Source: an optimization exercise on an open RTL-to-GDS flow (aim: small area). Production flows keep margins and buffers that such runs may drop. Function was checked by simulation only, so behaviour that the tests miss may differ from the original.

==> inputs of fjord <==
// top
module top(
  input                             clk,
  input                             rst,
  input         [32-1:0]    IM_out,
  input         [32-1:0]    DM_out,
  output logic                      IM_enable,
  output logic  [32-1:0]    IM_address,
  output logic  [32-1:0]    IM_in,
  output logic                      IM_write,
  output logic                      DM_write,
  output logic                      DM_enable,
  output logic  [32-1:0]    DM_in,
  output logic  [32-1:0]    DM_address,
  output logic  [63:0]              L1I_access,
  output logic  [63:0]              L1I_miss,
  output logic  [63:0]              L1D_access,
  output logic  [63:0]              L1D_miss
);
  logic                             HGRANT_M1;
  logic                             HGRANT_M2;
  logic [32-1:0]        HADDR_M1;
  logic [32-1:0]        HADDR_M2;
  logic                             HBUSREQ_M1;
  logic                             HBUSREQ_M2;
  logic [3-1:0]        HSIZE_M1;
  logic [3-1:0]        HSIZE_M2;
  logic [2-1:0]       HTRANS_M1;
  logic [2-1:0]       HTRANS_M2;
  logic                             HLOCK_M1;
  logic                             HLOCK_M2;
  logic [32-1:0]        HWDATA_M1;
  logic [32-1:0]        HWDATA_M2;
  logic                             HWRITE_M1;
  logic                             HWRITE_M2;
  logic [32-1:0]        HADDR;
  logic [3-1:0]        HSIZE;
  logic [2-1:0]       HTRANS;
  logic [32-1:0]        HRDATA;   
  logic [32-1:0]        HWDATA;
  logic                             HWRITE;
  logic [2-1:0]        HRESP;
  logic                             HREADY;
  logic [4-1:0]      HMASTER;
  logic                             HMASTLOCK;
  logic [32-1:0]        HRDATA_S1;
  logic [32-1:0]        HRDATA_S2;
  logic [32-1:0]        HRDATA_S3;
  logic [32-1:0]        HRDATA_S4;
  logic [32-1:0]        HRDATA_S5;
  logic [2-1:0]        HRESP_S1;
  logic [2-1:0]        HRESP_S2;
  logic [2-1:0]        HRESP_S3;
  ...
clock: 25.0 ns
lec_check: 0
cap_margin: 20
core_margin: 2
core_utilization: 55
cts_cluster_diameter: 80
cts_cluster_size: 20
place_density: 0.65
slew_margin: 20
run.sh (not shown) runs the stock make flow with config.mk's settings and CLKGATE_MAP_FILE= SYNTH_SCRIPT=/design/flow/synth_recipe.tcl, a recipe that flattens the netlist after the stock synthesis.
==> pepper (differences from fjord) <==
--- a/flow/design.v
+++ b/flow/design.v
@@ -436,14 +436,16 @@
   input         [32-1:0]        csr_read_data_EXE,
   input                                 csr_read,
   input                                 csr_write,
   input                                 csr_data_sel,
   input                                 Istall,
   input                                 Dstall,
   input                                 interrupt,
+  input         [63:0]                  L1I_access,
+  input                                 Icache_en,
   output logic  [32-1:0]        csr_read_data
 );
   logic     [32-1:0]            mstatus;
   logic     [32-1:0]            mie;
   logic     [32-1:0]            mtvec;
   logic     [32-1:0]            mepc;
   logic     [32-1:0]            mip;
@@ -490,27 +492,22 @@
         endcase
       end
     end
   end
   logic     [63:0]                      cycle_n;
   logic     [63:0]                      instret_n;
   ripple_inc #(64) inc_cycle(.a({mcycleh, mcycle}), .inc(1'b1), .y(cycle_n));
-  ripple_inc #(64) inc_instret(.a({minstreth, minstret}), .inc(!flag_stall), .y(instret_n));
   always_ff@(posedge clk, posedge rst)begin
     if(rst)
       {mcycleh, mcycle}       <= 64'd0;
     else
       {mcycleh, mcycle}       <= cycle_n;
   end
-  always_ff@(posedge clk, posedge rst)begin
-    if(rst)
-      {minstreth, minstret}   <= 64'hFFFFFFFF_FFFFFFFF;
-    else
-      {minstreth, minstret}   <= instret_n;
-  end
+  ripple_decb #(64) dec_instret(.a(L1I_access), .dec(!Icache_en), .y(instret_n));
+  assign {minstreth, minstret} = instret_n;
   always_comb begin
     if(csr_read)begin
       if(csr_data_sel)   
         case(csr_read_addr)
         12'h300: csr_read_data = {19'b0, csr_write_data[12:11], 3'b0, csr_write_data[7], 3'b0, csr_write_data[3], 3'b0};
         12'h304: csr_read_data = {20'b0, csr_write_data[11], 11'b0};
         12'h305: csr_read_data = 32'h10000000;
@@ -873,36 +870,38 @@
   output logic  [6:0]                   opcode_MEM,
   output logic  [2:0]                   funct3_MEM,
   output logic                          Dcache_en,
   output logic                          Dcache_write,
   output logic  [2:0]                   WB_ctr_EXE_MEM
 );
   logic                                 flag_stall;
+  logic                                 is_load_MEM;
+  assign opcode_MEM = is_load_MEM ? 7'b0000011 : 7'b0000000;
   assign flag_stall = Istall || Dstall || wfi_stall;
   assign D_address = alu_result_MEM;
   always_ff@(posedge clk)begin
     if(!flag_stall)begin
       Read_data_2_MEM           <= Read_data_sw_EXE;
     end
   end
   always_ff@(posedge clk, posedge rst)begin
     if(rst)begin
       Read_addr_2_MEM           <= 5'd0;
       write_addr_MEM            <= 5'b0;
       alu_result_MEM            <= 32'b0;
-      opcode_MEM                <= 7'd0;
+      is_load_MEM               <= 1'b0;
       funct3_MEM                <= 3'd0;
       {Dcache_write, Dcache_en} <= 2'b0;
       WB_ctr_EXE_MEM            <= 3'b0;
     end
     else if(!flag_stall)begin
       Read_addr_2_MEM           <= Read_addr_2_EXE;
       write_addr_MEM            <= write_addr_EXE;
       alu_result_MEM            <= alu_result;
-      opcode_MEM                <= opcode_EXE;
+      is_load_MEM               <= (opcode_EXE == 'b0000011);
       funct3_MEM                <= funct3_EXE;
       {Dcache_write, Dcache_en} <= MEM_ctr_ID_EXE[1:0];
       WB_ctr_EXE_MEM            <= WB_ctr_ID_EXE;
     end
     else
       Dcache_en                 <= 1'b0;
   end
@@ -1134,15 +1133,15 @@
   input         [4:0]       Read_addr_2_MEM,
   input                     Dcache_write,
   input                     RF_write_WB,
   input         [6:0]       opcode_MEM,
   output logic              D_in_sel
 );
   logic                     dcache_hazard_MEM;
-  assign dcache_hazard_MEM = ((opcode_MEM == 'b0100011)||(opcode_MEM == 7'b0000011)) && Dcache_write && (write_addr == Read_addr_2_MEM) && (write_addr != 5'd0) && RF_write_WB;
+  assign dcache_hazard_MEM = Dcache_write && (write_addr == Read_addr_2_MEM) && (write_addr != 5'd0) && RF_write_WB;
   always_comb begin
     if(dcache_hazard_MEM)
       D_in_sel = 1'b1;
     else
       D_in_sel = 1'b0;   
   end
 endmodule
@@ -1195,20 +1194,15 @@
     else
       imm_que = target;
   end
   always_ff@(posedge clk)begin
     if(!flag_stall)
       slots <= imm_que;
   end
-  always_ff@(posedge clk)begin
-    if(Btype_IF || Jtype_IF)
-      PC_imm <= target;
-    else
-      PC_imm <= 32'd0;
-  end
+  assign PC_imm = (Btype_IF || Jtype_IF) ? target : 32'd0;
 endmodule
 module predict(
   input                     clk,
   input                     rst,
   input         [6:0]       opcode_EXE,
   input                     jump_sel,
   input                     Istall,
@@ -1675,14 +1669,28 @@
     b[0] = 1'b1;
     for(int i = 0; i < W; i++)begin
       y[i]   = a[i] ^ b[i];
       b[i+1] = (!a[i]) & b[i];
     end
   end
 endmodule
+module ripple_decb #(parameter int W = 64)(
+  input         [W-1:0]     a,
+  input                     dec,
+  output logic  [W-1:0]     y
+);
+  logic     [W:0]           b;
+  always_comb begin
+    b[0] = dec;
+    for(int i = 0; i < W; i++)begin
+      y[i]   = a[i] ^ b[i];
+      b[i+1] = (!a[i]) & b[i];
+    end
+  end
+endmodule
 module I_performance(
   input                     clk,
   input                     rst,
   input                     Icache_en,
   input                     v_bit,
   input                     hit,
   output logic  [63:0]      L1I_access,
@@ -2424,32 +2432,32 @@
       HLOCK_M1      = 1'b0;
       HLOCK_M2      = 1'b0;
       HWDATA_M1     = 1'b0;
       HWDATA_M2     = 1'b0;
       HWRITE_M1     = 1'b0;
       HWRITE_M2     = 1'b0;
     end
-    default:begin
-      IM_out        = 32'b0;
-      DM_out        = 32'b0;
+    default:begin   
+      IM_out        = HRDATA;
+      DM_out        = HRDATA;
       ready         = 1'b0;
-      HADDR_M1      = 32'b0;
-      HADDR_M2      = 32'b0;
+      HADDR_M1      = 32'd0;
+      HADDR_M2      = IM_address;
       HBUSREQ_M1    = 1'b0;
       HBUSREQ_M2    = 1'b0;
-      HSIZE_M1      = 3'b0;
-      HSIZE_M2      = 3'b0;
-      HTRANS_M1     = 2'b0;
-      HTRANS_M2     = 2'b0;
+      HSIZE_M1      = 3'd0;
+      HSIZE_M2      = 3'd0;
+      HTRANS_M1     = 2'd0;
+      HTRANS_M2     = 2'd0;
       HLOCK_M1      = 1'b0;
       HLOCK_M2      = 1'b0;
-      HWDATA_M1     = 32'b0;
-      HWDATA_M2     = 32'b0;
-      HWRITE_M1     = 1'b0;
-      HWRITE_M2     = 1'b0;
+      HWDATA_M1     = 32'd0;
+      HWDATA_M2     = 32'd0;
+      HWRITE_M1     = 1'd0;
+      HWRITE_M2     = 1'd0;
     end
     endcase
   end
 endmodule
 module CPU(
   input                                     clk,
   input                                     rst,
@@ -2723,20 +2731,15 @@
         );
   mux_imm mux_imm(
         .a(Read_data_2_EXE),
         .b(imm_EXE),
         .select(imm_select_ID_EXE),
         .y(imm_out)
         );
-  mux_utype mux_utype(
-        .a(Read_data_2_EXE),
-        .b(src2),
-        .select(utype_sel_ID_EXE),
-        .y(Read_data_2_EXE_u)
-        );
+  assign Read_data_2_EXE_u = Read_data_2_EXE;
   controller ctr(   
         .instruction(instruction),
         .interrupt(interrupt),
         .MEM_ctr(MEM_ctr),
         .WB_ctr(WB_ctr),
         .RF_read(RF_read),
         .csr_read(csr_read),
@@ -2776,15 +2779,17 @@
         .csr_read_data_EXE(csr_read_data_EXE),
         .csr_read(csr_read),
         .csr_write(csr_write_EXE),
         .csr_data_sel(csr_data_sel),
         .Istall(Istall),
         .Dstall(Dstall),
         .csr_read_data(csr_read_data),
-        .interrupt(interrupt)
+        .interrupt(interrupt),
+        .L1I_access(L1I_access),
+        .Icache_en(Icache_en)
         );
   ALU ALU(
         .src1(src1),
         .src2(src2),
         .opcode_EXE(opcode_EXE),
         .funct7(funct7),
         .funct3_EXE(funct3_EXE),
@@ -3561,22 +3566,22 @@
         HREADY_S1   = 1'b1;
         HRESP_S1    = 1'b0;
         IM_enable   = 1'b1;
         IM_address  = HADDR;
         IM_in       = 32'b0;
         IM_write    = HWRITE;
       end
-      default:begin
-        HRDATA_S1   = 32'b0;
+      default:begin   
+        HRDATA_S1   = IM_out;
         HREADY_S1   = 1'b1;
-        HRESP_S1    = 1'b0;
+        HRESP_S1    = 2'b0;
         IM_enable   = 1'b0;
-        IM_address  = 32'b0;
-        IM_in       = 32'b0;
-        IM_write    = 1'b0;
+        IM_address  = HADDR;
+        IM_in       = HWDATA;
+        IM_write    = HWRITE;
       end
     endcase
   end
 endmodule
 module S2_wra(
   input                                     clk,
   input                                     rst,
@@ -3672,20 +3677,20 @@
         HREADY_S2   = 1'b1;
         HRESP_S2    = 1'b0;
         DM_enable   = 1'b1;
         DM_address  = HADDR;
         DM_in       = 32'b0;
         DM_write    = HWRITE;
       end
-      default:begin
+      default:begin   
         HRDATA_S2   = 32'b0;
-        HREADY_S2   = 1'b0;
+        HREADY_S2   = 1'b1;
         HRESP_S2    = 1'b0;
         DM_enable   = 1'b0;
-        DM_address  = 32'b0;
+        DM_address  = HADDR;
         DM_in       = 32'b0;
         DM_write    = 1'b0;
       end
     endcase
   end
 endmodule
 module top(
==> flow/flow/run.sh (new file) <==
#!/bin/bash
# The standard layout (standard.sh: ORFS from the standard synthesis to
# the routed layout), with two changes to how the layout is made:
#  - the input and output ports are buffered with the smallest buffer,
#    sky130_fd_sc_hd__buf_1, instead of the cell ORFS picks by default;
#  - clock tree synthesis clusters up to 20 sinks (80 um) per leaf buffer,
#    as config.mk asks, and inserts no dummy loads.
# The full output of make (and so of every ORFS step) goes to standard.log;
# each ORFS step also writes its own log under orfs/logs/.
set -euo pipefail
bash standard.sh \
  "BUFFER_PORTS_ARGS=-buffer_cell sky130_fd_sc_hd__buf_1" \
  "CTS_ARGS=-sink_clustering_enable -repair_clock_nets -sink_clustering_size 20 -sink_clustering_max_diameter 80 -dont_use_dummy_load" \
  finish > standard.log 2>&1
==> flow/standard.sh (new file) <==
#!/bin/bash
# synth_recipe.tcl (not shown) runs the flow's synth.tcl, then flattens the netlist and writes it again
# the make line also repeats each setting of config.mk as NAME=value (left out here)
make -C /OpenROAD-flow-scripts/flow DESIGN_CONFIG=/design/flow/config.mk WORK_HOME=/design/flow/orfs CLKGATE_MAP_FILE= SYNTH_SCRIPT=/design/flow/synth_recipe.tcl "${@:-finish}"
removed: flow/run.sh
==> run summary <==
fjord went through all stages and came out clean. pepper completed with no timing, DRC or antenna violations.
Between pepper and fjord, the lower cell count is in pepper (gap about 3%, measured against fjord).
Against pepper, the area after synthesis of fjord is larger by about 2%.
In fjord the die area is larger than in pepper, by about 2%.
Of pepper and fjord, fjord has the higher final area (gap about 3.5%, measured against fjord).
Of pepper and fjord, pepper has the higher clock skew (gap 0.059 ns).
In pepper the clock-buffer cell count is lower than in fjord, by 96.
Via count: fjord is higher than pepper (1.5%).

static timing again, ports no longer ideal:
The results above use ideal ports. As a check the final layouts listed here were re-extracted and re-timed, cells and wires unchanged. Step 1 assumes that a clkbuf_16 drives the clock port and a buf_2 every other input. Step 2, shift: input delay + t, output delay - t, t = (earliest + latest rising clock arrival at the registers) / 2. This alone moves slack from input paths to output paths. a / b / c = no drivers / after step 1 / after step 2; a / b = the first two.
run	t, ns	setup WS [ns]	worst hold slack (ns)	clock arrival spread, ns
fjord	1.047	2.840 / 2.840 / 2.840	0.428 / 0.428 / 0.428	0.075 / 0.075
pepper	1.015	0.631 / 0.631 / 0.631	0.427 / 0.427 / 0.427	0.142 / 0.142
After both steps setup and hold are still met in every run listed.
